Source: an optimization exercise on an open RTL-to-GDS flow (aim: small area). Production flows keep margins and buffers that such runs may drop.
The RTL was checked by simulation tests, not by an equivalence proof against the original design.
Power figures rest on the tool's default switching activity, not on a simulated workload.

==> flow/design.v <==
`timescale 10ns/1ns
module Syntacore_simple
#(parameter   MSTR_NUM     = 2,
              SLV_NUM      = 4,
              DATA_WDTH    = 32,
              ADDR_WDTH    = 32,
              IDL_NUM      = 5
)
(
   input                                                  i_clk,
   input                                                  rst,
   input          [(MSTR_NUM - 1)                  : 0]   i_m_s_req,
   input          [(MSTR_NUM * ADDR_WDTH - 1)      : 0]   i_m_s_addr,
   input          [(MSTR_NUM - 1)                  : 0]   i_m_s_cmd,
   input          [(MSTR_NUM * DATA_WDTH - 1)      : 0]   i_m_s_wdata,
   input          [(SLV_NUM - 1)                   : 0]   i_s_m_ack,
   input          [(SLV_NUM * DATA_WDTH - 1)       : 0]   i_s_m_rdata,
   output   reg   [(SLV_NUM - 1)                   : 0]   o_m_s_req,
   output   reg   [(SLV_NUM * ADDR_WDTH - 1)       : 0]   o_m_s_addr,
   output   reg   [(SLV_NUM - 1)                   : 0]   o_m_s_cmd,
   output   reg   [(SLV_NUM * DATA_WDTH - 1)       : 0]   o_m_s_wdata,
   output   reg   [(MSTR_NUM - 1)                  : 0]   o_s_m_ack,
   output   reg   [(MSTR_NUM * DATA_WDTH - 1)      : 0]   o_s_m_rdata
);
reg   [(MSTR_NUM - 1)        : 0]   r_msk_seq          [(SLV_NUM - 1)  : 0];            
reg   [($clog2(MSTR_NUM + 1) - 1) : 0]   rw_slv_mstr_addr   [(SLV_NUM - 1)  : 0];            
reg   [($clog2(MSTR_NUM + 1) - 1) : 0]   r_slv_mstr_addr    [(SLV_NUM - 1)  : 0];            
reg   [(MSTR_NUM - 1)        : 0]   rw_slv_dec_in      [(SLV_NUM - 1)  : 0];            
reg   [($clog2(IDL_NUM) - 1)       : 0]   r_idle_cnt         [(SLV_NUM - 1)  : 0];            
reg   [(ADDR_WDTH - 1)       : 0]   r_m_cb_addr        [(MSTR_NUM - 1) : 0];            
reg   [(DATA_WDTH - 1)       : 0]   r_m_cb_wdata       [(MSTR_NUM - 1) : 0];            
reg   [(DATA_WDTH - 1)       : 0]   r_s_cb_rdata       [(SLV_NUM - 1)  : 0];            
reg   [(ADDR_WDTH - 1)       : 0]   r_cb_s_addr        [(SLV_NUM - 1)  : 0];            
reg   [(DATA_WDTH - 1)       : 0]   r_cb_s_wdata       [(SLV_NUM - 1)  : 0];            
reg   [(DATA_WDTH - 1)       : 0]   r_cb_m_rdata       [(MSTR_NUM - 1) : 0];            
reg   [2                     : 0]   r_s_m_ack_re       [(MSTR_NUM - 1) : 0];            
genvar slv_num;
genvar mstr_num;  
generate
   for(mstr_num = 0; mstr_num < MSTR_NUM; mstr_num = mstr_num + 1)
      begin: mstr_bus_loop
         always @*
            begin
               r_m_cb_addr  [mstr_num]   =   i_m_s_addr  [((mstr_num + 1) * ADDR_WDTH - 1) -: ADDR_WDTH];
               r_m_cb_wdata [mstr_num]   =   i_m_s_wdata [((mstr_num + 1) * DATA_WDTH - 1) -: DATA_WDTH];
               o_s_m_rdata  [((mstr_num + 1) * DATA_WDTH - 1) -: DATA_WDTH] = r_cb_m_rdata[mstr_num];
            end
      end
endgenerate 
generate
   for(slv_num = 0; slv_num < SLV_NUM; slv_num = slv_num + 1)
      begin: slv_bus_loop
         always @*
            begin
               r_s_cb_rdata[slv_num] = i_s_m_rdata[((slv_num + 1) * DATA_WDTH - 1) -: DATA_WDTH];
               o_m_s_addr  [((slv_num + 1) * ADDR_WDTH - 1) -: ADDR_WDTH]   =  r_cb_s_addr  [slv_num];
               o_m_s_wdata [((slv_num + 1) * DATA_WDTH - 1) -: DATA_WDTH]   =  r_cb_s_wdata [slv_num];
            end
      end
endgenerate 
generate
   for(slv_num = 0; slv_num < SLV_NUM; slv_num = slv_num + 1)
      begin: slv_trans_loop
         for(mstr_num = 0; mstr_num < MSTR_NUM; mstr_num = mstr_num + 1)
            begin: mstr_loop
               always @*
                  begin
                     rw_slv_dec_in[slv_num][mstr_num] = (i_m_s_req[mstr_num] & (r_m_cb_addr[mstr_num][(ADDR_WDTH - 1) -: $clog2(SLV_NUM)] == slv_num) 
                                                        & r_msk_seq[slv_num][mstr_num]);
                  end
            end
            always @*
               begin
                  casez(rw_slv_dec_in[slv_num])
                     2'b?1:   rw_slv_mstr_addr[slv_num] = 2'b01;
                     2'b10:   rw_slv_mstr_addr[slv_num] = 2'b10;
                     default: rw_slv_mstr_addr[slv_num] = 2'b00;
                  endcase
               end
            always @(posedge i_clk)
               begin
                  if(rst | (r_idle_cnt[slv_num] == IDL_NUM))
                     r_msk_seq[slv_num] <= 2'b11;
                  else if((r_slv_mstr_addr[slv_num] == 2'b01) & (o_s_m_ack[r_slv_mstr_addr[slv_num] - 1]))
                     r_msk_seq[slv_num] <= 2'b10;
                  else if((r_slv_mstr_addr[slv_num] == 2'b10) & (o_s_m_ack[r_slv_mstr_addr[slv_num] - 1]))
                     r_msk_seq[slv_num] <= 2'b01;
                  else
                     r_msk_seq[slv_num] <= r_msk_seq[slv_num];
               end
				always @(posedge i_clk)
					begin
                  if(rst | (r_idle_cnt[slv_num] == IDL_NUM) | rw_slv_dec_in[slv_num])
                     r_idle_cnt[slv_num] <= 0;
						else
							r_idle_cnt[slv_num] <= r_idle_cnt[slv_num] + 1;
					end
            always @(posedge i_clk)
               begin
                  if(rst | (r_s_m_ack_re[r_slv_mstr_addr[slv_num] - 1][2] & rw_slv_dec_in[slv_num] == 0))
                     r_slv_mstr_addr[slv_num] <= 0;
                  else if(rw_slv_dec_in[slv_num] != 0)	
                     r_slv_mstr_addr[slv_num] <= rw_slv_mstr_addr[slv_num];
                  else
                     r_slv_mstr_addr[slv_num] <= r_slv_mstr_addr[slv_num];
               end
            always @(posedge i_clk)
               begin
                  if(rst | !rw_slv_mstr_addr[slv_num] | !rw_slv_dec_in[slv_num][rw_slv_mstr_addr[slv_num] - 1] | o_s_m_ack[rw_slv_mstr_addr[slv_num] - 1])
                     begin
                        o_m_s_req    [slv_num]   <= 0;
                        r_cb_s_addr  [slv_num]   <= 0;
                        o_m_s_cmd    [slv_num]   <= 0;
                        r_cb_s_wdata [slv_num]   <= 0;
                     end
                  else
                     begin
                        o_m_s_req    [slv_num]   <= rw_slv_dec_in [slv_num][rw_slv_mstr_addr[slv_num] - 1];
                        r_cb_s_addr  [slv_num]   <= r_m_cb_addr   [rw_slv_mstr_addr[slv_num] - 1];
                        o_m_s_cmd    [slv_num]   <= i_m_s_cmd     [rw_slv_mstr_addr[slv_num] - 1];
                        r_cb_s_wdata [slv_num]   <= r_m_cb_wdata  [rw_slv_mstr_addr[slv_num] - 1];
                     end
               end
      end
endgenerate
generate
   for(mstr_num = 0; mstr_num < MSTR_NUM; mstr_num = mstr_num + 1)
      begin: mstr_gen_loop
         always @*
            begin
               if((r_slv_mstr_addr[r_m_cb_addr[mstr_num][(ADDR_WDTH - 1) -: $clog2(SLV_NUM)]] - 1) == mstr_num)
                  o_s_m_ack[mstr_num]  = i_s_m_ack[r_m_cb_addr[mstr_num][(ADDR_WDTH - 1) -: $clog2(SLV_NUM)]];
               else
                  o_s_m_ack[mstr_num]  = 0;
            end
         always @*
            begin
					if(rst | !r_s_m_ack_re[mstr_num][2] | i_m_s_cmd[mstr_num])
						r_cb_m_rdata[mstr_num] = 0;
               else
                  r_cb_m_rdata[mstr_num] = r_s_cb_rdata[r_m_cb_addr[mstr_num][(ADDR_WDTH - 1) -: $clog2(SLV_NUM)]];
            end 
         always @(posedge i_clk)
            begin
               r_s_m_ack_re[mstr_num][0] <= o_s_m_ack[mstr_num];
               r_s_m_ack_re[mstr_num][1] <= r_s_m_ack_re[mstr_num][0];
            end
         always @*
            begin
               r_s_m_ack_re[mstr_num][2] = ~r_s_m_ack_re[mstr_num][1] & r_s_m_ack_re[mstr_num][0];  
            end
      end
endgenerate 
endmodule
==> flow/run.sh <==
#!/bin/bash
# synth_recipe.tcl (not shown) runs the flow's synth.tcl, then flattens the netlist and writes it again
# the make line also repeats each setting of config.mk as NAME=value (left out here)
make -C /OpenROAD-flow-scripts/flow DESIGN_CONFIG=/design/flow/config.mk WORK_HOME=/design/flow/orfs CLKGATE_MAP_FILE= SYNTH_SCRIPT=/design/flow/synth_recipe.tcl finish
==> flow/config.mk <==
export PLATFORM = sky130hd
export DESIGN_NAME = Syntacore_simple
export DESIGN_NICKNAME = Syntacore_simple
export VERILOG_FILES = /design/flow/design.v
export SDC_FILE = /design/flow/constraint.sdc
export NUM_CORES = 4
export LEC_CHECK = 0
export CAP_MARGIN = 20
export CORE_AREA = 5 5 215 215
export DIE_AREA = 0 0 220 220
export SLEW_MARGIN = 20
==> flow/constraint.sdc <==
create_clock -name core_clock -period 5.0 [get_ports {i_clk}]
set_input_delay 1.0000 -clock core_clock [delete_from_list [all_inputs] [get_ports {i_clk}]]
set_output_delay 1.0000 -clock core_clock [all_outputs]
set_load 0.01 [all_outputs]
==> results.sh, run 1 <==
export IMPL_grt_pass1_vias=12000
export IMPL_vias_per_cell=5.12
export IMPL_dieArea_sq_mm=0.0484
export IMPL_drive_gt1_share_pct=13.1
export IMPL_syn_area_per_cell_sq_um=11.2
export IMPL_cts_sinks=296
export IMPL_cts_resized=0
export IMPL_cts_buffer_depth=3
export IMPL_post_route_util_pct=45.3
export IMPL_drv_slew=0
export IMPL_first_pass_iters=7
export IMPL_layout_setup_ws_ns=0.873
export IMPL_crit_fanout=25
export IMPL_synth_cell_types=48
export IMPL_regToRegSetupSlack_ns=2.39
export IMPL_power_density_mw_per_mm2=298
export IMPL_syn_inst=1100
export IMPL_place_port_buffers=595
export IMPL_p_leak_nw=7.02
export IMPL_fmax_ghz=0.242
export IMPL_post_place_ws_ns=0.820
export IMPL_die_w_microns=220
export IMPL_whs_endpoint="r_s_m_ack_re[0][1]"
export IMPL_ios=596
export IMPL_hold_start="r_s_m_ack_re[0][0]"
export IMPL_worst_slew_pin_slew_ns=1.06
export IMPL_synth_area_sq_mm=0.0124
export IMPL_timing_final_crit_share_pct=82.5
export IMPL_rr_startpoint="r_slv_mstr_addr[1][1]"
export IMPL_core_rowCount=77
export IMPL_ys_warnings_count=13
export IMPL_ys_seq_elements=296
export IMPL_start_util_pct=28.1
export IMPL_cts_made_buffers=35
export IMPL_grt_ovfl_total=0
export IMPL_drc=0
export IMPL_crit_path_start_kind="primary input"
export IMPL_hold_class="reg2reg"
export IMPL_grt_pass1_wl_mm=77.3
export IMPL_rsz0062_at_grt="no"
export IMPL_synth_edf_count=0
export IMPL_die_h_microns=220
export IMPL_design_final_nets=1942
export IMPL_ctsHoldBuffers=0
export IMPL_setup_viol=0
export IMPL_cp_end_kind="output port"
export IMPL_status="complete, no violations"
export IMPL_antenna_found_initial=7
export IMPL_maxCapViolations=0
export IMPL_htreeDepth=2
export IMPL_routedWlPerCell_microns=23.6
export IMPL_peakVddDrop_mv=0.184
export IMPL_skew_ns=0.0179
export IMPL_post_cts_setup_buffers=0
export IMPL_async_flop_share_pct=0
export IMPL_track_usage_pct=20.9
export IMPL_cp_required_ns=4.00
export IMPL_tns_ns=0
export IMPL_r2r_cells=7
export IMPL_grt_max_degree=110
export IMPL_critPathKind="in2out"
export IMPL_wl_mm=53.7
export IMPL_first_iter_violations=796
export IMPL_dpl_hpwl_mm=38.0
export IMPL_clkTransAtPathRegs_ns=0.06
export IMPL_finalHoldViolCount=0
export IMPL_whs_ns=0.356
export IMPL_coreArea_sq_mm=0.0439
export IMPL_r2r_end="r_cb_s_addr[1][13]"
export IMPL_ys_flop_type="dfxtp_1"
export IMPL_routabilityCongestion=0.866
export IMPL_arrival_ns=3.13
export IMPL_clk_latency_ns=0.53
export IMPL_placed_cells=2211
export IMPL_cts_tree="built"
export IMPL_period_needed_ns=4.13
export IMPL_ys_seq_area_share_pct=47.9
export IMPL_clockRootBuffer="clkbuf_16"
export IMPL_syn_to_final_growth_pct=61.0
export IMPL_num_vias=11700
export IMPL_hold_path_depth=0
export IMPL_fin_cells=2278
export IMPL_slew_limit_headroom_pct=29.0
export IMPL_ant_nets=0
## Yosys cell counts, types with 2 or more instances
library cell / number / area [sq um]
nor3b_1: 6 / 45.0
o22ai_1: 186 / 1160
nand4_1: 10 / 62.6
buf_1: 2 / 7.51
nand2_1: 16 / 60.1
clkbuf_1: 33 / 124
nand3b_1: 2 / 15.0
buf_6: 8 / 90.1
a21o_1: 5 / 37.5
a211o_1: 5 / 43.8
nand2_2: 3 / 18.8
o22ai_2: 60 / 751
a211oi_1: 12 / 90.1
nand4b_1: 3 / 26.3
nand2b_1: 124 / 776
mux4_2: 64 / 1440
inv_1: 17 / 63.8
a21oi_1: 22 / 110
a22oi_1: 3 / 22.5
and4_1: 2 / 17.5
and3_1: 35 / 219
a31oi_1: 6 / 37.5
nand3_1: 11 / 55.1
buf_2: 37 / 185
ha_1: 20 / 250
o21ai_0: 4 / 20.0
and4b_1: 2 / 20.0
dfxtp_1: 296 / 5930
xnor2_1: 4 / 35.0
nor2_1: 30 / 113
nor2b_1: 35 / 219
buf_4: 19 / 143
nand2_4: 3 / 33.8
## metrics by stage
step           power, mW  area (sq um)
6_report            5.92         19900
5_1_grt             6.17         19900
4_1_cts             6.00         19900
3_5_place_dp        3.44         18700
3_3_place_gp        3.43         18700
2_1_floorplan       2.94         12400
## layout make-up
type                            instances  area, sq um
Antenna cell                            5         12.5
Clock inverter                         12          136
Fill cell                            4167        24000
Clock buffer                           50         1010
Timing Repair Buffer                  616         6170
Inverter                               18         67.6
Sequential cell                       296         5930
Tap cell                              592          741
Multi-Input combinational cell        689         5840
## power breakdown
group	switching, mW	leakage, nW	internal (mW)
registers	0.0312	2.41	2.44
clock network	1.01	0.556	1.52
logic	0.416	4.06	0.500
total	1.46	7.02	4.46
## critical path: stages
cell,delay [ns]
buf_2,0.61
buf_12,0.27
mux4_2,0.50
and3_1,0.19
clkdlybuf4s50_1,0.55
## worst max path at each step
stage                         from               to  slack (ns)  cells after the start
floorplan           i_m_s_addr[63]  o_s_m_rdata[33]        1.77                      4
global placement    i_m_s_addr[63]  o_s_m_rdata[46]        0.81                      5
detailed placement  i_m_s_addr[63]  o_s_m_rdata[46]        0.82                      5
CTS                 i_m_s_addr[63]  o_s_m_rdata[46]        0.81                      5
global route        i_m_s_addr[63]  o_s_m_rdata[46]        0.75                      5
finish              i_m_s_addr[63]  o_s_m_rdata[46]        0.87                      5
## layout by cell type (no fill, tap or decap), drive strengths merged, types with 11 or more instances in the layout
cell type	Yosys	final
a21oi	22	22
ha	20	20
o22ai	246	246
buf	66	26
clkbuf	34	50
inv	18	19
mux4	64	64
nand3	11	11
nand2b	124	124
nand2	22	22
nor2	30	30
clkdlybuf4s50	0	590
a211oi	12	12
nor2b	35	35
dfxtp	296	296
and3	35	35
## state kept, by name, indices dropped and copies added, names as in the netlist
name             count
r_cb_s_addr        128
r_idle_cnt          12
r_msk_seq            8
o_m_s_cmd            4
r_slv_mstr_addr      8
r_s_m_ack_re         4
o_m_s_req            4
r_cb_s_wdata       128
## cells by family after synthesis
logic type | Yosys count | share of synthesized area, %
simple gates | 288 | 14.1
mux | 65 | 11.7
other cells | 1 | 0.0303
xor+xnor | 4 | 0.283
compound gates | 308 | 18.8
buf+inv | 118 | 5.05
fa+ha+maj | 20 | 2.02
flops | 296 | 47.9
## metal layers
layer / share of wire (%) / global-route usage (%) / routed length [microns]
met5: 0.037 / 0 / 20
met4: 3.8 / 8.15 / 2060
met3: 8.6 / 5.73 / 4610
met2: 48 / 35.0 / 25900
met1: 39 / 25.5 / 21200
==> inputs of run 2 (changes only) <==
==> flow/design.v (replaced) <==
`timescale 10ns/1ns
module Syntacore_simple
#(parameter   MSTR_NUM     = 2,
              SLV_NUM      = 4,
              DATA_WDTH    = 32,
              ADDR_WDTH    = 32,
              IDL_NUM      = 5
)
(
   input                                                  i_clk,
   input                                                  rst,
   input          [(MSTR_NUM - 1)                  : 0]   i_m_s_req,
   input          [(MSTR_NUM * ADDR_WDTH - 1)      : 0]   i_m_s_addr,
   input          [(MSTR_NUM - 1)                  : 0]   i_m_s_cmd,
   input          [(MSTR_NUM * DATA_WDTH - 1)      : 0]   i_m_s_wdata,
   input          [(SLV_NUM - 1)                   : 0]   i_s_m_ack,
   input          [(SLV_NUM * DATA_WDTH - 1)       : 0]   i_s_m_rdata,
   output   reg   [(SLV_NUM - 1)                   : 0]   o_m_s_req,
   output   reg   [(SLV_NUM * ADDR_WDTH - 1)       : 0]   o_m_s_addr,
   output   reg   [(SLV_NUM - 1)                   : 0]   o_m_s_cmd,
   output   reg   [(SLV_NUM * DATA_WDTH - 1)       : 0]   o_m_s_wdata,
   output   reg   [(MSTR_NUM - 1)                  : 0]   o_s_m_ack,
   output   reg   [(MSTR_NUM * DATA_WDTH - 1)      : 0]   o_s_m_rdata
);
localparam SW = $clog2(SLV_NUM);
localparam IW = $clog2(IDL_NUM);
wire [SW-1:0] sel0 = i_m_s_addr[ADDR_WDTH-1 -: SW];
wire [SW-1:0] sel1 = i_m_s_addr[2*ADDR_WDTH-1 -: SW];
reg  [1:0]    msk   [0:SLV_NUM-1];    
reg  [1:0]    own   [0:SLV_NUM-1];    
reg  [IW-1:0] idle  [0:SLV_NUM-1];    
reg  [1:0]    dec   [0:SLV_NUM-1];    
reg  [1:0]    ack_d1, ack_d2;         
wire [1:0]    ack_post = ack_d1 & ~ack_d2;
always @* begin
   o_s_m_ack[0] = i_s_m_ack[sel0] & own[sel0][0];
   o_s_m_ack[1] = i_s_m_ack[sel1] & own[sel1][1];
   o_s_m_rdata[DATA_WDTH-1:0]           = i_s_m_rdata[sel0*DATA_WDTH +: DATA_WDTH];
   o_s_m_rdata[2*DATA_WDTH-1:DATA_WDTH] = i_s_m_rdata[sel1*DATA_WDTH +: DATA_WDTH];
end
always @(posedge i_clk) begin
   ack_d1 <= o_s_m_ack;
   ack_d2 <= ack_d1;
end
genvar s;
generate
   for (s = 0; s < SLV_NUM; s = s + 1) begin: slv
      always @* begin
         dec[s][0] = i_m_s_req[0] & (sel0 == s) & msk[s][0];
         dec[s][1] = i_m_s_req[1] & (sel1 == s) & msk[s][1];
         o_m_s_addr [s*ADDR_WDTH +: ADDR_WDTH] = ({ADDR_WDTH{own[s][0]}} & i_m_s_addr [0 +: ADDR_WDTH])
                                               | ({ADDR_WDTH{own[s][1]}} & i_m_s_addr [ADDR_WDTH +: ADDR_WDTH]);
         o_m_s_wdata[s*DATA_WDTH +: DATA_WDTH] = ({DATA_WDTH{own[s][0]}} & i_m_s_wdata[0 +: DATA_WDTH])
                                               | ({DATA_WDTH{own[s][1]}} & i_m_s_wdata[DATA_WDTH +: DATA_WDTH]);
         o_m_s_cmd[s] = (own[s][0] & i_m_s_cmd[0]) | (own[s][1] & i_m_s_cmd[1]);
      end
      always @(posedge i_clk) begin
         if (rst | (idle[s] == IDL_NUM))
            msk[s] <= 2'b11;
         else if (own[s][0] & o_s_m_ack[0])
            msk[s] <= 2'b10;
         else if (own[s][1] & o_s_m_ack[1])
            msk[s] <= 2'b01;
         if (rst | (idle[s] == IDL_NUM) | (dec[s] != 0))
            idle[s] <= 0;
         else
            idle[s] <= idle[s] + 1'b1;
         if (rst | (dec[s] == 0 & |(own[s] & ack_post)))
            own[s] <= 2'b00;
         else if (dec[s][0])
            own[s] <= 2'b01;
         else if (dec[s][1])
            own[s] <= 2'b10;
         o_m_s_req[s] <= ~rst & (dec[s][0] ? ~o_s_m_ack[0] : dec[s][1] & ~o_s_m_ack[1]);
      end
   end
endgenerate
endmodule
==> run 2 against run 1 <==
  * Area after synthesis fell by 54%
  * Critical path depth unchanged
  * Die area is the same
  * Wire length shrank 28%
  * Sequential share of layout area fell by 24 points
  * Clock power shrank 88%
  * Critical path type unchanged
  * Critical endpoint is now o_s_m_ack[1]
  * Highest routed layer unchanged
==> results.sh, run 2 <==
export IMPL_first_pass_iters=5
export IMPL_ys_seq_elements=36
export IMPL_critPathKind="in2out"
export IMPL_antenna_found_initial=7
export IMPL_synth_compound_area_share_pct=45.0
export IMPL_grt_max_degree=71
export IMPL_grt_ovfl_total=0
export IMPL_coreArea_sq_mm=0.0439
export IMPL_dieArea_sq_mm=0.0484
export IMPL_drv_slew=0
export IMPL_drive_gt1_share_pct=9.86
export IMPL_ys_top_cells_by_count="260 x a22o_1, 65 x mux4_2, 49 x clkbuf_1"
export IMPL_finalHoldViolCount=0
export IMPL_post_cts_setup_buffers=0
export IMPL_r2r_cells=5
export IMPL_placed_cells=1691
export IMPL_htreeDepth=2
export IMPL_arrival_ns=2.84
export IMPL_synth_most_common_cell="a22o_1"
export IMPL_power_density_mw_per_mm2=143
export IMPL_largestRegisters="idle x12, msk x8, own x8"
export IMPL_syn_inst=572
export IMPL_p_seq_share_pct=18.4
export IMPL_cts_buffer_depth=2
export IMPL_synth_top_family_by_area="compound AO/OA/AOI/OAI gates"
export IMPL_routedWlPerCell_microns=22.7
export IMPL_synth_top_cell_by_area="a22o_1"
export IMPL_cts_resized=0
export IMPL_maxCapViolations=0
export IMPL_final_cell_mix="591 x clkdlybuf4s50_1, 260 x a22o_1, 65 x mux4_2"
export IMPL_synthSimpleGateAreaFrac_pct=5.95
export IMPL_top_usage_layer="met2"
export IMPL_vias_per_cell=4.71
export IMPL_p_switching_mw=0.595
export IMPL_core_rowCount=77
export IMPL_power_frac_clock_pct=17.7
export IMPL_clockRootBuffer="clkbuf_16"
export IMPL_num_vias=8009
export IMPL_synth_cell_types=40
export IMPL_timing_final_crit_share_pct=76.9
export IMPL_hold_path_depth=0
export IMPL_ys_warnings_count=5
export IMPL_yosysTopAreaCellShare_pct=40.1
export IMPL_ys_seq_area_share_pct=12.7
export IMPL_clkTransAtPathRegs_ns=0.05
export IMPL_ys_flop_type="dfxtp_1"
export IMPL_rsz0062_at_grt="no"
export IMPL_crit_fanout=8
export IMPL_p_sw_share_pct=33.6
export IMPL_ant_nets=0
export IMPL_synth_area_sq_mm=0.00568
export IMPL_routabilityCongestion=0.949
export IMPL_synthXorXnorAreaFrac_pct=0.617
export IMPL_ios=596
export IMPL_syn_area_per_cell_sq_um=9.93
export IMPL_synth_adder_area_share_pct=1.76
export IMPL_design_final_nets=1380
export IMPL_fin_cells=1702
export IMPL_period_needed_ns=3.84
export IMPL_top_register="idle"
export IMPL_synth_edf_count=0
export IMPL_power_frac_comb_pct=63.8
export IMPL_cts_made_buffers=5
export IMPL_intPower_mw=1.17
export IMPL_p_leak_nw=4.33
export IMPL_synthMuxAreaShare_pct=26.4
export IMPL_tns_ns=0
export IMPL_grt_pass1_wl_mm=52.5
export IMPL_track_usage_pct=14.0
export IMPL_cts_tree="built"
export IMPL_skew_ns=0.00447
export IMPL_dpl_hpwl_mm=30.4
export IMPL_gr_usage_met2_pct=24.4
export IMPL_worst_slew_pin_slew_ns=0.964
export IMPL_netlist_top_cells_area="a22o_1 40%, mux4_2 26%, dfxtp_1 13%"
export IMPL_drc=0
export IMPL_async_flop_share_pct=0
export IMPL_crit_path_start_kind="primary input"
export IMPL_start_util_pct=12.9
export IMPL_cts_sinks=36
export IMPL_fmax_ghz=0.260
export IMPL_grtUsageMet1_pct=17.5
export IMPL_die_w_microns=220
export IMPL_peakVddDrop_mv=0.217
export IMPL_layout_commonest_cell="clkdlybuf4s50_1"
export IMPL_hold_class="reg2reg"
export IMPL_die_h_microns=220
export IMPL_status="complete, no violations"
export IMPL_setup_viol=0
export IMPL_first_iter_violations=584
export IMPL_cp_required_ns=4.00
export IMPL_grt_use_met3_pct=3.19
export IMPL_largest_reg_flops=12
export IMPL_slew_limit_headroom_pct=35.7
export IMPL_syn_to_final_growth_pct=118
export IMPL_place_port_buffers=595
export IMPL_ctsHoldBuffers=0
export IMPL_clk_latency_ns=0.27
export IMPL_grt_pass1_vias=7753
export IMPL_cp_end_kind="output port"
export IMPL_wl_mm=38.6
run 2: changes by cell type in the layout (fill, tap and decap cells not counted), moves of 34 or more:
cell	delta
dfxtp_1	-268
a22o_1	+260
o22ai_1	-186
nand2b_1	-123
o22ai_2	-60
and3_1	-34
run 2: final cells by class:
type                    count  area (sq um)
diodes                      4          10.0
clock buffers               7           153
fillers                  4703         31600
inverters                  12          50.0
multi-input cells         438          4530
flip-flops and latches     36           731
well taps                 592           741
repair buffers            613          6150
run 2: path summary, 6_finish.rpt:
kind / start / end / slack (ns)
max: i_s_m_ack[0] / o_s_m_ack[1] / 1.16
min: ack_d1[1] / ack_d2[1] / 0.34
max reg2reg: own[2][1] / msk[0][1] / 2.92
min reg2reg: ack_d1[1] / ack_d2[1] / 0.34
run 2: worst max-delay path, stage by stage:
cell             delay (ns)
clkdlybuf4s50_1        0.53
nand2_1                0.08
mux4_2                 0.56
clkinv_4               0.13
clkdlybuf4s50_1        0.55
run 2: through the flow:
step | utilization [%] | hold slack (ns) | power [mW] | instance area (sq um) | worst slack [ns]
after floorplan | - | 0.324 | 0.746 | 5680 | 1.95
after global placement | 27.8 | 0.326 | 1.45 | 12200 | 1.17
after global routing | 28.1 | 0.351 | 1.85 | 12400 | 1.10
final | 28.1 | 0.339 | 1.77 | 12400 | 1.16
after CTS | 28.1 | 0.341 | 1.78 | 12300 | 1.16
after detailed placement | 27.8 | 0.329 | 1.46 | 12200 | 1.17
run 2: power by group through the flow:
stage / Sequential, mW / Combinational (mW) / Clock [mW]
2_1_floorplan: 0.315 / 0.430 / 0
3_3_place_gp: 0.332 / 1.12 / 0
3_5_place_dp: 0.332 / 1.13 / 0
4_1_cts: 0.326 / 1.13 / 0.324
5_1_grt: 0.328 / 1.19 / 0.337
6_report: 0.326 / 1.13 / 0.314
run 2: kinds of logic (layout without fill, tap and decap cells):
family / count (synthesis) / in the layout
simple gates: 62 / 62
mux: 67 / 67
buf+inv: 98 / 632
flops: 36 / 36
other cells: 0 / 4
fa+ha+maj: 8 / 8
compound gates: 297 / 297
xor+xnor: 4 / 4
run 2: layer usage:
layer,up-vias,routed length (microns)
met3,54,3120
met1,4014,15400
met2,411,19200
met5,-,67
li1,3522,-
met4,8,772
==> inputs of run 3 (changes only) <==
==> flow/flow/run.sh (new file) <==
#!/bin/bash
# Standard ORFS layout, except that the port buffers that global placement
# inserts use the smallest buffer (buf_1) instead of the tool's default pick.
set -euo pipefail
cd "$(dirname "$0")/.."
export BUFFER_PORTS_ARGS="-buffer_cell sky130_fd_sc_hd__buf_1"
bash standard.sh > flow_standard.log 2>&1
==> flow/standard.sh (new file) <==
#!/bin/bash
# synth_recipe.tcl (not shown) runs the flow's synth.tcl, then flattens the netlist and writes it again
# the make line also repeats each setting of config.mk as NAME=value (left out here)
make -C /OpenROAD-flow-scripts/flow DESIGN_CONFIG=/design/flow/config.mk WORK_HOME=/design/flow/orfs CLKGATE_MAP_FILE= SYNTH_SCRIPT=/design/flow/synth_recipe.tcl "${@:-finish}"
removed: flow/run.sh
==> run 3 against run 2 <==
  * Still clean on timing, DRC and antenna
  * Design area is 30% lower
  * Final cell count up 0.12%
  * Area after synthesis did not move
  * Wire length fell by 6.6%
  * Count of clock-buffer cells in the layout fell by 2
  * Synthesized cell count is the same
  * Non-clock buffer count fell by 1
  * Critical path depth down 1
  * Via count rose by 4.2%
  * Sequential cell count unchanged
  * Largest cell class is now multi-input combinational cells
  * Highest routed layer is now met4
==> results.sh, run 3 <==
export IMPL_status="complete, no violations"
export IMPL_track_usage_pct=12.7
export IMPL_p_leak_nw=2.82
export IMPL_cpMaxStageDelayCell="mux4_2"
export IMPL_skew_ns=0.00347
export IMPL_r2r_end="msk[0][1]"
export IMPL_first_iter_violations=788
export IMPL_finalHoldViolCount=0
export IMPL_rsz0062_at_grt="no"
export IMPL_ys_seq_area_share_pct=12.7
export IMPL_crit_path_start_kind="primary input"
export IMPL_fmax_ghz=0.278
export IMPL_setup_viol=0
export IMPL_syn_to_final_growth_pct=52.1
export IMPL_cts_tree="built"
export IMPL_place_port_buffers=595
export IMPL_dpl_hpwl_mm=28.1
export IMPL_cp_top_family="buffers and inverters"
export IMPL_critPathKind="in2out"
export IMPL_synth_cell_types=40
export IMPL_whs_ns=0.345
export IMPL_ctsHoldBuffers=0
export IMPL_vias_per_cell=4.90
export IMPL_synth_top_cell_by_area="a22o_1"
export IMPL_worst_slew_pin_slew_ns=0.956
export IMPL_final_cell_mix="591 x buf_1, 260 x a22o_1, 65 x mux4_2"
export IMPL_regToRegSetupSlack_ns=3.10
export IMPL_rr_startpoint="own[3][1]"
export IMPL_ys_top_cells_by_count="260 x a22o_1, 65 x mux4_2, 49 x clkbuf_1"
export IMPL_largestRegisters="idle x12, msk x8, own x8"
export IMPL_power_density_mw_per_mm2=168
export IMPL_die_h_microns=220
export IMPL_ys_seq_elements=36
export IMPL_ios=596
export IMPL_routedWlPerCell_microns=21.1
export IMPL_htreeDepth=2
export IMPL_post_cts_setup_buffers=0
export IMPL_r2r_cells=5
export IMPL_first_pass_iters=6
export IMPL_hold_class="reg2reg"
export IMPL_clkTransAtPathRegs_ns=0.05
export IMPL_routabilityCongestion=0.994
export IMPL_design_final_nets=1379
export IMPL_dieArea_sq_mm=0.0484
export IMPL_drv_slew=0
export IMPL_syn_area_per_cell_sq_um=9.93
export IMPL_grt_pass1_vias=7588
export IMPL_crit_fanout=18
export IMPL_clk_latency_ns=0.28
export IMPL_peakVddDrop_mv=0.242
export IMPL_largest_reg_flops=12
export IMPL_hold_path_depth=0
export IMPL_ys_flop_type="dfxtp_1"
export IMPL_netlist_top_cells_area="a22o_1 40%, mux4_2 26%, dfxtp_1 13%"
export IMPL_coreArea_sq_mm=0.0439
export IMPL_ant_nets=0
export IMPL_cts_buffer_depth=2
export IMPL_slew_limit_headroom_pct=36.3
export IMPL_cp_slowest_stage_delay_ns=0.55
export IMPL_cp_end_kind="output port"
export IMPL_core_rowCount=77
export IMPL_whs_endpoint="ack_d2[1]"
export IMPL_maxCapViolations=0
export IMPL_start_util_pct=12.9
export IMPL_drive_gt1_share_pct=9.86
export IMPL_yosysTopAreaCellShare_pct=40.1
export IMPL_hold_start="ack_d1[1]"
export IMPL_period_needed_ns=3.60
export IMPL_cts_resized=0
export IMPL_timing_final_crit_share_pct=72.0
export IMPL_antenna_found_initial=5
export IMPL_tns_ns=0
export IMPL_synth_area_sq_mm=0.00568
export IMPL_num_vias=8347
export IMPL_crit_chain="buf_2 > buf_4 > mux4_2 > buf_1"
export IMPL_die_w_microns=220
export IMPL_grt_max_degree=71
export IMPL_ys_warnings_count=5
export IMPL_synth_most_common_cell="a22o_1"
export IMPL_cts_sinks=36
export IMPL_synth_edf_count=0
export IMPL_wl_mm=36.0
export IMPL_grt_ovfl_total=0
export IMPL_syn_inst=572
export IMPL_async_flop_share_pct=0
export IMPL_cts_made_buffers=5
export IMPL_grt_pass1_wl_mm=47.8
export IMPL_clockRootBuffer="clkbuf_16"
export IMPL_arrival_ns=2.60
export IMPL_cp_required_ns=4.00
export IMPL_drc=0
export IMPL_critical_path_buf_inv_count=3
export IMPL_top_register="idle"
export IMPL_layout_commonest_cell="buf_1"
-- run 3: cell counts after synthesis --
No cell type changed its count.
-- run 3: worst reg2reg max path, delay by kind of cell, from the launching register on --
family,cells,cell delay [ns]
compound gates,2,0.32
buf+inv,1,0.32
flops,1,0.61
mux,1,0.15
simple gates,1,0.38
-- run 3: area by class of cell --
class / count / area, sq um
diodes: 6 / 15.0
clock buffers: 5 / 125
clock inverters: 3 / 42.5
fillers: 4964 / 35300
inverters: 12 / 50.0
multi-input cells: 438 / 4530
flip-flops and latches: 36 / 731
well taps: 592 / 741
repair buffers: 612 / 2400
-- run 3: kinds of logic (layout without fill, tap and decap cells) --
family | Yosys count | in the layout | share of synthesized area, %
flops | 36 | 36 | 12.7
compound gates | 297 | 297 | 45.0
xor+xnor | 4 | 4 | 0.617
mux | 67 | 67 | 26.4
simple gates | 62 | 62 | 5.95
fa+ha+maj | 8 | 8 | 1.76
other cells | 0 | 6 | 0
buf+inv | 98 | 632 | 7.58
-- run 3: how the worst max path moves through the flow --
stage / cells after the start / to / start / slack, ns
finish: 4 / o_s_m_rdata[57] / i_m_s_addr[62] / 1.40
global placement: 4 / o_s_m_rdata[57] / i_m_s_addr[62] / 1.38
CTS: 4 / o_s_m_rdata[57] / i_m_s_addr[62] / 1.37
floorplan: 4 / o_s_m_rdata[17] / i_m_s_addr[30] / 1.95
detailed placement: 4 / o_s_m_rdata[57] / i_m_s_addr[62] / 1.36
global route: 4 / o_s_m_rdata[57] / i_m_s_addr[62] / 1.30
-- run 3: metal layers --
metal,vias to the layer above,share of wire (%),GRT usage (%)
met5,-,0,1.46
met4,0,2.0,3.00
met3,69,8.3,2.28
met2,577,49,21.7
met1,4165,41,16.5
li1,3536,-,-
-- run 3: power breakdown --
group	switching [mW]	leakage (nW)	internal [mW]
combinational	0.462	2.44	0.311
sequential	0.0197	0.298	0.303
clock	0.116	0.0798	0.234
total	0.598	2.82	0.848
-- run 3: per-stage QoR --
step | setup WS [ns] | utilization (%) | power (mW) | area, sq um | cells
2_1_floorplan | 1.95 | - | 0.746 | 5680 | 572
3_3_place_gp | 1.38 | 19.2 | 1.08 | 8450 | 1690
3_5_place_dp | 1.36 | 19.2 | 1.09 | 8450 | 1690
4_1_cts | 1.37 | 19.6 | 1.44 | 8620 | 1698
5_1_grt | 1.30 | 19.6 | 1.52 | 8630 | 1703
6_report | 1.40 | 19.7 | 1.45 | 8630 | 1704
==> inputs of run 4 (changes only) <==
--- a/flow/design.v
+++ b/flow/design.v
@@ -32,10 +32,18 @@
 reg  [1:0]    dec   [0:SLV_NUM-1];    
 reg  [1:0]    ack_d1, ack_d2;         
+function [DATA_WDTH-1:0] rmux(input [4*DATA_WDTH-1:0] d, input [1:0] sel);
+   reg [3:0] n;
+   begin
+      n = ~(4'b0001 << sel);
+      rmux = ~(~((d[0 +: DATA_WDTH] | {DATA_WDTH{n[0]}}) & (d[DATA_WDTH +: DATA_WDTH] | {DATA_WDTH{n[1]}}))
+             | ~((d[2*DATA_WDTH +: DATA_WDTH] | {DATA_WDTH{n[2]}}) & (d[3*DATA_WDTH +: DATA_WDTH] | {DATA_WDTH{n[3]}})));
+   end
+endfunction
 wire [1:0]    ack_post = ack_d1 & ~ack_d2;
 always @* begin
    o_s_m_ack[0] = i_s_m_ack[sel0] & own[sel0][0];
    o_s_m_ack[1] = i_s_m_ack[sel1] & own[sel1][1];
-   o_s_m_rdata[DATA_WDTH-1:0]           = i_s_m_rdata[sel0*DATA_WDTH +: DATA_WDTH];
-   o_s_m_rdata[2*DATA_WDTH-1:DATA_WDTH] = i_s_m_rdata[sel1*DATA_WDTH +: DATA_WDTH];
+   o_s_m_rdata[DATA_WDTH-1:0]           = rmux(i_s_m_rdata, sel0);
+   o_s_m_rdata[2*DATA_WDTH-1:DATA_WDTH] = rmux(i_s_m_rdata, sel1);
 end
 always @(posedge i_clk) begin
--- a/flow/config.mk
+++ b/flow/config.mk
@@ -6,6 +6,8 @@
 export NUM_CORES = 4
 export LEC_CHECK = 0
+export ABC_AREA = 1
 export CAP_MARGIN = 20
 export CORE_AREA = 5 5 215 215
+export CTS_BUF_LIST = sky130_fd_sc_hd__clkbuf_2 sky130_fd_sc_hd__clkbuf_4
 export DIE_AREA = 0 0 220 220
 export SLEW_MARGIN = 20
==> run 4 against run 3 <==
  * Non-clock buffer count shrank 4
  * Largest power group unchanged
  * Largest cell class unchanged
  * Design area is 4.7% lower
  * Hold slack better by 0.078 ns
  * Combinational power up 11%
  * Final cell count rose by 19%
==> results.sh, run 4 <==
export IMPL_largestRegisters="idle x12, msk x8, own x8"
export IMPL_synth_top_cell_by_area="o22ai_1"
export IMPL_cts_tree="built"
export IMPL_synth_cell_types=31
export IMPL_antenna_found_initial=6
export IMPL_coreArea_sq_mm=0.0439
export IMPL_netlist_top_cells_area="o22ai_1 39%, inv_1 14%, dfxtp_1 13%"
export IMPL_ys_flop_type="dfxtp_1"
export IMPL_drv_slew=0
export IMPL_grt_pass1_vias=8704
export IMPL_clkTransAtPathRegs_ns=0.11
export IMPL_top_register="idle"
export IMPL_layout_commonest_cell="buf_1"
export IMPL_cp_slowest_stage_delay_ns=0.60
export IMPL_multi_input_area_sq_mm=0.00355
export IMPL_p_leak_nw=3.31
export IMPL_synthSimpleGateAreaFrac_pct=13.2
export IMPL_crit_path_start_kind="primary input"
export IMPL_skew_ns=0.0137
export IMPL_synth_compound_area_share_pct=49.7
export IMPL_largest_reg_flops=12
export IMPL_yosysTopAreaCellShare_pct=38.8
export IMPL_start_util_pct=12.3
export IMPL_design_final_nets=1703
export IMPL_ys_top_cells_by_count="336 x o22ai_1, 204 x inv_1, 62 x nand2_1"
export IMPL_synth_edf_count=0
export IMPL_vias_per_cell=4.85
export IMPL_ant_nets=0
export IMPL_track_usage_pct=16.2
export IMPL_rsz0062_at_grt="no"
export IMPL_final_cell_mix="595 x buf_1, 336 x o22ai_1, 198 x inv_1"
export IMPL_worst_slew_pin_slew_ns=0.937
export IMPL_ys_warnings_count=5
export IMPL_htreeDepth=2
export IMPL_cp_required_ns=4.00
export IMPL_core_rowCount=77
export IMPL_slew_limit_headroom_pct=37.6
export IMPL_grt_max_degree=63
export IMPL_period_needed_ns=4.07
export IMPL_crit_chain="buf_1 > buf_4 > inv_2 > nand2_2 > o22ai_1 > a221oi_1 > buf_1"
export IMPL_antenna_cells=0
export IMPL_routabilityCongestion=0.876
export IMPL_synth_area_sq_mm=0.00542
export IMPL_status="complete, no violations"
export IMPL_critical_path_buf_inv_count=4
export IMPL_async_flop_share_pct=0
export IMPL_die_w_microns=220
export IMPL_ys_seq_area_share_pct=13.3
export IMPL_wl_mm=44.8
export IMPL_synth_adder_area_share_pct=1.85
export IMPL_routedWlPerCell_microns=22.2
export IMPL_first_iter_violations=892
export IMPL_clockRootBuffer="clkbuf_4"
export IMPL_die_h_microns=220
export IMPL_cts_buffer_depth=2
export IMPL_place_port_buffers=595
export IMPL_ys_seq_elements=36
export IMPL_clk_latency_ns=0.33
export IMPL_post_cts_setup_buffers=0
export IMPL_cts_made_buffers=5
export IMPL_finalHoldViolCount=0
export IMPL_ctsHoldBuffers=0
export IMPL_dpl_hpwl_mm=35.9
export IMPL_synth_most_common_cell="o22ai_1"
export IMPL_cp_end_kind="output port"
export IMPL_crit_fanout=34
export IMPL_ios=596
export IMPL_cpMaxStageDelayCell="nand2_2"
export IMPL_cp_top_family="buffers and inverters"
export IMPL_fmax_ghz=0.245
export IMPL_power_density_mw_per_mm2=161
export IMPL_cts_resized=0
export IMPL_arrival_ns=3.07
export IMPL_whs_ns=0.423
export IMPL_drive_gt1_share_pct=4.06
export IMPL_setup_viol=0
export IMPL_hold_class="reg2reg"
export IMPL_seq_area_sq_um=721
export IMPL_maxCapViolations=0
export IMPL_synthMuxAreaShare_pct=0
export IMPL_grt_pass1_wl_mm=59.2
export IMPL_critPathKind="in2out"
export IMPL_synthXorXnorAreaFrac_pct=0.646
export IMPL_num_vias=9798
export IMPL_fillers=5171
export IMPL_cp_common_cell="buf_1"
export IMPL_syn_inst=890
export IMPL_drc=0
export IMPL_syn_area_per_cell_sq_um=6.09
export IMPL_peakVddDrop_mv=0.0758
export IMPL_grt_ovfl_total=0
export IMPL_dieArea_sq_mm=0.0484
export IMPL_tns_ns=0
export IMPL_cts_sinks=36
export IMPL_synth_top_family_by_area="compound AO/OA/AOI/OAI gates"
export IMPL_first_pass_iters=5
export IMPL_timing_final_crit_share_pct=81.5
export IMPL_syn_to_final_growth_pct=51.7
run 4: cell types whose count changed in the layout (fill, tap and decap cells not counted), sizes merged, moves of 14 or more:
| cell | before | now |
|---|---|---|
| a221oi | 0 | 50 |
| a22o | 260 | 0 |
| inv | 11 | 213 |
| mux4 | 66 | 0 |
| nand2 | 8 | 67 |
| nand3 | 15 | 29 |
| nor2 | 12 | 44 |
| o22ai | 0 | 336 |
run 4: worst reg2reg max path, stage by stage, from the launching register on:
cell and delay [ns]:
dfxtp_1 0.36, inv_2 0.35, buf_4 0.57, nand2_1 0.13, nand2_1 0.08, a21oi_1 0.04
run 4: through the flow:
stage	instances	setup slack [ns]	power, mW	utilization (%)	area [sq um]
after floorplan	890	2.05	0.782	-	5420
after global placement	2014	0.851	1.17	18.6	8170
after detailed placement	2014	0.762	1.17	18.6	8170
after CTS	2022	0.757	1.33	18.7	8230
after global routing	2022	0.770	1.41	18.7	8230
final	2022	0.926	1.33	18.7	8230
run 4: power breakdown:
| part | internal, mW | total (mW) | leakage [nW] | switching (mW) |
|---|---|---|---|---|
| combinational | 0.266 | 0.860 | 2.99 | 0.593 |
| sequential | 0.302 | 0.315 | 0.294 | 0.0130 |
| clock | 0.0590 | 0.151 | 0.0293 | 0.0925 |
run 4: final cells by class:
class                           instances  share of cell area, %
Inverter                              213                   9.81
Sequential cell                        36                   8.76
Tap cell                              592                   9.00
Multi-Input combinational cell        565                   43.1
Clock buffer                            6                  0.548
Timing Repair Buffer                  608                   28.6
Clock inverter                          2                  0.137
run 4: logic make-up (layout without fill, tap and decap cells):
family / after synthesis / in the layout
AO/OA/AOI/OAI: 405 / 405
buffers and inverters: 289 / 829
AND/OR/NAND/NOR: 148 / 148
flip-flops: 36 / 36
adder cells (fa/ha/maj): 8 / 8
XOR/XNOR: 4 / 4
run 4: per-layer routing:
metal | vias to the layer above | part of all wire [%] | GRT usage (%)
met4 | 10 | 2.8 | 4.16
met2 | 819 | 48 | 28.2
met3 | 115 | 10 | 3.48
li1 | 4383 | - | -
met1 | 4471 | 39 | 20.3
met5 | - | 0.15 | 0
run 4: worst paths after layout:
path | cells past startpoint | start | slack [ns] | to
min reg2reg | 0 | ack_d1[0] | 0.42 | ack_d2[0]
max reg2reg | 5 | own[0][1] | 3.37 | own[0][1]
min | 0 | ack_d1[0] | 0.42 | ack_d2[0]
max | 7 | i_m_s_addr[62] | 0.93 | o_s_m_rdata[58]

what the ideal ports hide:
How much do the figures lean on ideal ports? The routed layouts below were timed once more, with nothing changed but the port constraints.
Step 1 (the two cells are an assumption about what drives the block):
set clk [get_ports {i_clk}]
set_driving_cell -lib_cell sky130_fd_sc_hd__clkbuf_16 $clk
set_driving_cell -lib_cell sky130_fd_sc_hd__buf_2 [delete_from_list [all_inputs] $clk]
Step 2 adds t to the input delays and takes it off the output delays; t is the mean of the earliest and latest rising clock arrival at the registers after step 1. Input paths then give back, and output paths get back, about the clock's delay inside the block.
Three values: ideal ports, drivers, drivers and shift; two values: the first two.
| run | t (ns) | setup WS [ns] | worst setup path at the end | latest minus earliest clock arrival (ns) | slew at the worst register clock pin (ns) |
|---|---|---|---|---|---|
| run 1 | 0.567 | 0.873 / 0.848 / 0.848 | input to output | 0.021 / 0.022 | 0.06 / 0.06 |
| run 2 | 0.300 | 1.156 / 1.128 / 1.128 | input to output | 0.005 / 0.004 | 0.05 / 0.05 |
| run 3 | 0.304 | 1.398 / 1.365 / 1.365 | input to output | 0.004 / 0.003 | 0.06 / 0.06 |
| run 4 | 0.354 | 0.926 / 0.894 / 0.894 | input to output | 0.014 / 0.014 | 0.11 / 0.11 |
After both steps every run listed still meets setup and hold. The setup slack of run 3, which loses most, moves by -0.033 ns with the drivers and by -0.033 ns with both steps.
